Background: an optimization exercise with open tools, aiming at small area, a short achievable clock period and few clock cycles. Do not read the settings as production practice. The RTL was checked by simulation tests, not by an equivalence proof against the original design. Power is estimated from default activity; no workload was simulated.

## v7
==> flow/design.v (excerpt) <==
module JAM (
    input CLK,
    input RST,
    output [3:0] MatchCount,
    output [9:0] MinCost,
    output       Valid,
    output [2:0] W,
    output [2:0] J,
    input  [6:0] Cost
);
localparam ST_SCAN = 2'd0;
localparam ST_Z    = 2'd1;
localparam ST_FIN  = 2'd2;
localparam ST_DONE = 2'd3;
integer k;
reg [1:0] st;
reg [6:0] cnt;
reg [2:0] rc;           
reg [2:0] jr;           
reg [2:0] wr;           
reg [2:0] r;            
reg       first;        
reg       pend;         
reg       pe;           
reg [6:0] dsum;         
reg [6:0] delta;        
reg [8:0] kofs;         
reg [9:0] xh;           
reg [6:0] cost_r;
reg [7:0] dmin;
reg [2:0] j1p, j0p, p1;    
reg [2:0] wp;           
reg [2:0] wro, wpo;     
reg       m1;
reg       aact;
reg [2:0] ar;            
reg [2:0] ac;
reg [9:0] mincost;
reg       valid;
reg [6:0] xz;           
reg [2:0] lp;           
reg [6:0] dmore;        
reg [7:0] zr;
reg [2:0] tpos;         
reg       dst;          
reg       pendc;        
reg       ph1;          
reg [2:0] lvl;
reg [3:0] ds;
reg [7:0] dused;
reg [20:0] dch;
reg [3:0] dcnt;
reg [55:0] cNV;    
reg [63:0] cM;     
reg [23:0] cW;     
reg [7:0]  cU;     
reg [23:0] cP;     
reg [7:0]  cMt;    
reg [55:0] rU;     
reg [7:0]  rV;     
reg [3:0]  win;    
assign MatchCount = dcnt;
assign MinCost    = mincost;
assign Valid      = valid;
assign W          = wr;
assign J          = jr;
wire scan = (st == ST_SCAN);
wire zp   = (st == ST_Z);
wire hold1 = scan && (cnt == 7'd1) && aact && !adone;
wire s_proc = scan && (cnt >= 7'd2 && cnt <= 7'd9);
wire fclr = first && scan && (cnt >= 7'd1 && cnt <= 7'd8);   
wire z_proc = zp && (cnt >= 7'd2 && cnt <= 7'd65);
wire force0 = ph1 && !pend;
wire dwin = (win != 4'd0) && !pend;
wire [6:0] dsel = (dwin && cU[1]) ? delta : 7'd0;
wire [6:0] nv_e = force0 ? 7'd0 : (cNV[13:7] + dsel);
wire [6:0] u_e  = force0 ? 7'd0 : (rU[13:7]  + ((dwin && rV[1]) ? delta : 7'd0));
wire [9:0] xa = force0 ? 10'd0 : {3'b000, cNV[13:7]};
wire [9:0] xb = force0 ? 10'd0 : {3'b000, dsel};
wire [9:0] xc = {kofs[8], kofs};
  ...
export LEC_CHECK = 0
export CAP_MARGIN = 20
export CORE_MARGIN = 2
export CORE_UTILIZATION = 40
export CTS_CLUSTER_DIAMETER = 90
export CTS_CLUSTER_SIZE = 22
export SETUP_SLACK_MARGIN = 4.0
export SLEW_MARGIN = 20
create_clock -name core_clock -period 7.0 [get_ports {CLK}]
run.sh (not shown) runs the stock make flow with config.mk's settings and CLKGATE_MAP_FILE= SYNTH_SCRIPT=/design/flow/synth_recipe.tcl, a recipe that flattens the netlist after the stock synthesis.
Testbench counts of v7, summed over its fixed seeds: cycles 4,191.
#### Input delta (v5 over v7)
- CTS_CLUSTER_SIZE now 20, was 22
- SETUP_SLACK_MARGIN now 4.05, was 4.0
- CTS_CLUSTER_DIAMETER now 80, was 90
[summary]
- v7 → v5: H-tree depth flat; design area up about 1.3%; count of nets after finishing up 0.62%.
- Min power across v7 and v5: v7
- From v7 to v5 the numbers moved as follows: worst setup slack has decreased; multi-input gate share of total cell area has remained practically unchanged; final period demand of the worst path has increased; switching share of total power has remained practically unchanged; met1 track demand over resource has increased.
- Diff v7 -> v5: aggregate global-route resource usage shows an increase of 0.68 points; clock power share shows an increase of 0.5 points.

========
## job 7674
JAM, a different RTL version from the one above (not shown whole).
For scale: ~2700 cells after synthesis, about 440 flip-flops, roughly 30 I/O pins.
==> flow/config.mk <==
export PLATFORM = sky130hd
export DESIGN_NAME = JAM
export DESIGN_NICKNAME = JAM
export VERILOG_FILES = /design/flow/design.v
export SDC_FILE = /design/flow/constraint.sdc
export NUM_CORES = 4
export LEC_CHECK = 0
export ABC_AREA = 1
export CAP_MARGIN = 20
export CORE_MARGIN = 2
export CORE_UTILIZATION = 40
export CTS_CLUSTER_DIAMETER = 80
export CTS_CLUSTER_SIZE = 20
export SETUP_SLACK_MARGIN = 4.0
export SLEW_MARGIN = 20
==> flow/constraint.sdc <==
create_clock -name core_clock -period 7.0 [get_ports {CLK}]
set_input_delay 1.4000 -clock core_clock [delete_from_list [all_inputs] [get_ports {CLK}]]
set_output_delay 1.4000 -clock core_clock [all_outputs]
set_load 0.01 [all_outputs]
Testbench counts of job 7674, summed over its fixed seeds: cycles 4,380.
For job 8033, these inputs were changed with respect to job 7674:
-- flow/config.mk --
<<< job 7674, line 8
export ABC_AREA = 1
>>> job 8033, line 8
<<< job 7674, line 14
export SETUP_SLACK_MARGIN = 4.0
>>> job 8033, line 13
export SETUP_SLACK_MARGIN = 3.9
Notes after the runs:
- Sequential power share for job 8033: 4.8 points up relative to job 7674
- Diff job 7674 -> job 8033 | count of cells resized by post-cts repair | down by more than a quarter
- [diff] time the worst path needs with I/O delays and setup, job 8033 relative to job 7674: improvement
Edits applied to the flow inputs when going from job 8033 to job 9251:
-- flow/config.mk --
<<< job 8033, line 11
export CTS_CLUSTER_DIAMETER = 80
export CTS_CLUSTER_SIZE = 20
export SETUP_SLACK_MARGIN = 3.9
>>> job 9251, line 11
export PLACE_DENSITY = 0.8
export SETUP_SLACK_MARGIN = 4.0
## What came out
- Per the comparison of job 9251 with job 8033, fraction of the mapped netlist area in compound gates has remained practically unchanged, total buffers and inverters traversed by the critical path has remained practically unchanged, via count has increased, area of all placed cells without fillers has increased.
- The total power of job 9251 was inferior to that of job 8033.
- Between job 8033 and job 9251, global-route usage over all layers decreased.
- What job 9251 reported for routed length per placed instance has to be multiplied by 1.07 to get the figure for job 8033.
- When job 9251 is set beside job 8033, its multi-input combinational cell area turns out to be about 1.8% larger.
- Worst setup path endpoint = wp[2]: job 8033; worst setup path endpoint = wr[0]: job 9251

========
JAM again, from the RTL that the note above started with.
Settings: LEC_CHECK=0, CAP_MARGIN=20, CORE_MARGIN=2, CORE_UTILIZATION=40, CTS_CLUSTER_DIAMETER=80, CTS_CLUSTER_SIZE=20, SETUP_SLACK_MARGIN=4.1, SLEW_MARGIN=20; clock period 7.0 ns.
Testbench counts at the start, summed over its fixed seeds: cycles 4,380.
Next try:
Settings changed: CORE_UTILIZATION 40 to 50, SETUP_SLACK_MARGIN 4.1 to 4.0.
After rerunning: The changed run ran to the end with no violations; worst setup slack improves by 0.014 ns; core utilization is higher by 11 points; fmax increases slightly; die area went down by about a fifth; power went down slightly; non-clock buffer count decreases by 4; sequential cell count does not change.

========
Starting RTL as in the previous note.
Settings: LEC_CHECK=0, CAP_MARGIN=20, CORE_MARGIN=2, CORE_UTILIZATION=40, CTS_CLUSTER_DIAMETER=80, CTS_CLUSTER_SIZE=20, SETUP_SLACK_MARGIN=3.8, SLEW_MARGIN=20; clock period 7.0 ns.
The first run finished clean.
Testbench counts at the start, summed over its fixed seeds: cycles 4,380.
==> next run, changes <==
- CTS_CLUSTER_DIAMETER: 80 -> 100
- CTS_CLUSTER_SIZE: 20 -> 30
- SETUP_SLACK_MARGIN: 3.8 -> 4.0
What happened:
- die area stays the same
- worst hold slack stays flat
- count of clock-buffer cells in the layout fell by 17
- routed wire length fell slightly
- maximum frequency rose by a few percent
==> next run, changes <==
- CTS_CLUSTER_DIAMETER: 100 -> not set
- CTS_CLUSTER_SIZE: 30 -> not set
Final cell count climbs by 1.3%.
Wire length rises by 1.3%.
Global-route usage is higher by 0.41 points.
==> next run, changes <==
- CTS_BUF_LIST: not set -> sky130_fd_sc_hd__clkbuf_8 sky130_fd_sc_hd__clkbuf_16
- CTS_CLUSTER_DIAMETER: not set -> 100
- CTS_CLUSTER_SIZE: not set -> 24
Outcome: Clock skew went down by 3.1 ps; setup slack degrades by 22 ps; final area went down by 2.7%; worst hold slack degrades by 9.3 ps; fmax goes down by 0.72%.
==> next run, changes <==
- CTS_BUF_LIST: sky130_fd_sc_hd__clkbuf_8 sky130_fd_sc_hd__clkbuf_16 -> not set
- CTS_CLUSTER_DIAMETER: 100 -> 80
- CTS_CLUSTER_SIZE: 24 -> 20
Outcome: Final area climbs slightly. Sequential share of layout area falls by 0.23 points. Die area stays the same. Cell count is unchanged. Setup slack gains 14 ps.

afterwards: timing with drivers on the ports:
The results above use ideal ports. As a check the final layouts listed here were re-extracted and re-timed, cells and wires unchanged.
Step 1 assumes that a clkbuf_16 drives the clock port and a buf_2 every other input.
Step 2 times the ports against the registers' clock, not the clock port: input delays grow and output delays shrink by t, the midpoint of the rising clock arrivals with the driver on.
Slacks: ideal ports / drivers / drivers and shift; pairs: ideal ports / drivers.
run | shift t [ns] | setup slack, ns | hold slack, ns | cell pins on the clock port's net
v7 | 0.650 | 3.918 / 3.918 / 3.906 | 0.316 / 0.316 / 0.316 | 1
v5 | 0.654 | 3.889 / 3.889 / 3.877 | 0.333 / 0.333 / 0.333 | 1
job 7674 | 0.653 | 3.721 / 3.721 / 3.721 | 0.349 / 0.349 / 0.349 | 1
job 8033 | 0.659 | 3.911 / 3.890 / 3.557 | 0.340 / 0.340 / 0.340 | 1
job 9251 | 0.659 | 3.971 / 3.971 / 3.738 | 0.345 / 0.345 / 0.345 | 1
the first run of note 3 | 0.683 | 3.827 / 3.827 / 3.827 | 0.339 / 0.339 / 0.339 | 1
the second run of note 3 | 0.669 | 3.841 / 3.841 / 3.796 | 0.342 / 0.342 / 0.342 | 1
the first run of note 4 | 0.645 | 3.834 / 3.818 / 3.604 | 0.341 / 0.341 / 0.341 | 1
the second run of note 4 | 0.625 | 3.950 / 3.947 / 3.914 | 0.343 / 0.343 / 0.343 | 1
the third run of note 4 | 0.651 | 3.954 / 3.954 / 3.877 | 0.341 / 0.341 / 0.341 | 1
the fourth run of note 4 | 0.644 | 3.932 / 3.932 / 3.901 | 0.332 / 0.332 / 0.332 | 1
the fifth run of note 4 | 0.652 | 3.946 / 3.946 / 3.895 | 0.335 / 0.335 / 0.335 | 1
After both steps every run listed still meets setup and hold. The setup slack of job 8033, which loses most, moves by -0.021 ns with the drivers and by -0.354 ns with both steps. Setup slack includes reset recovery checks.
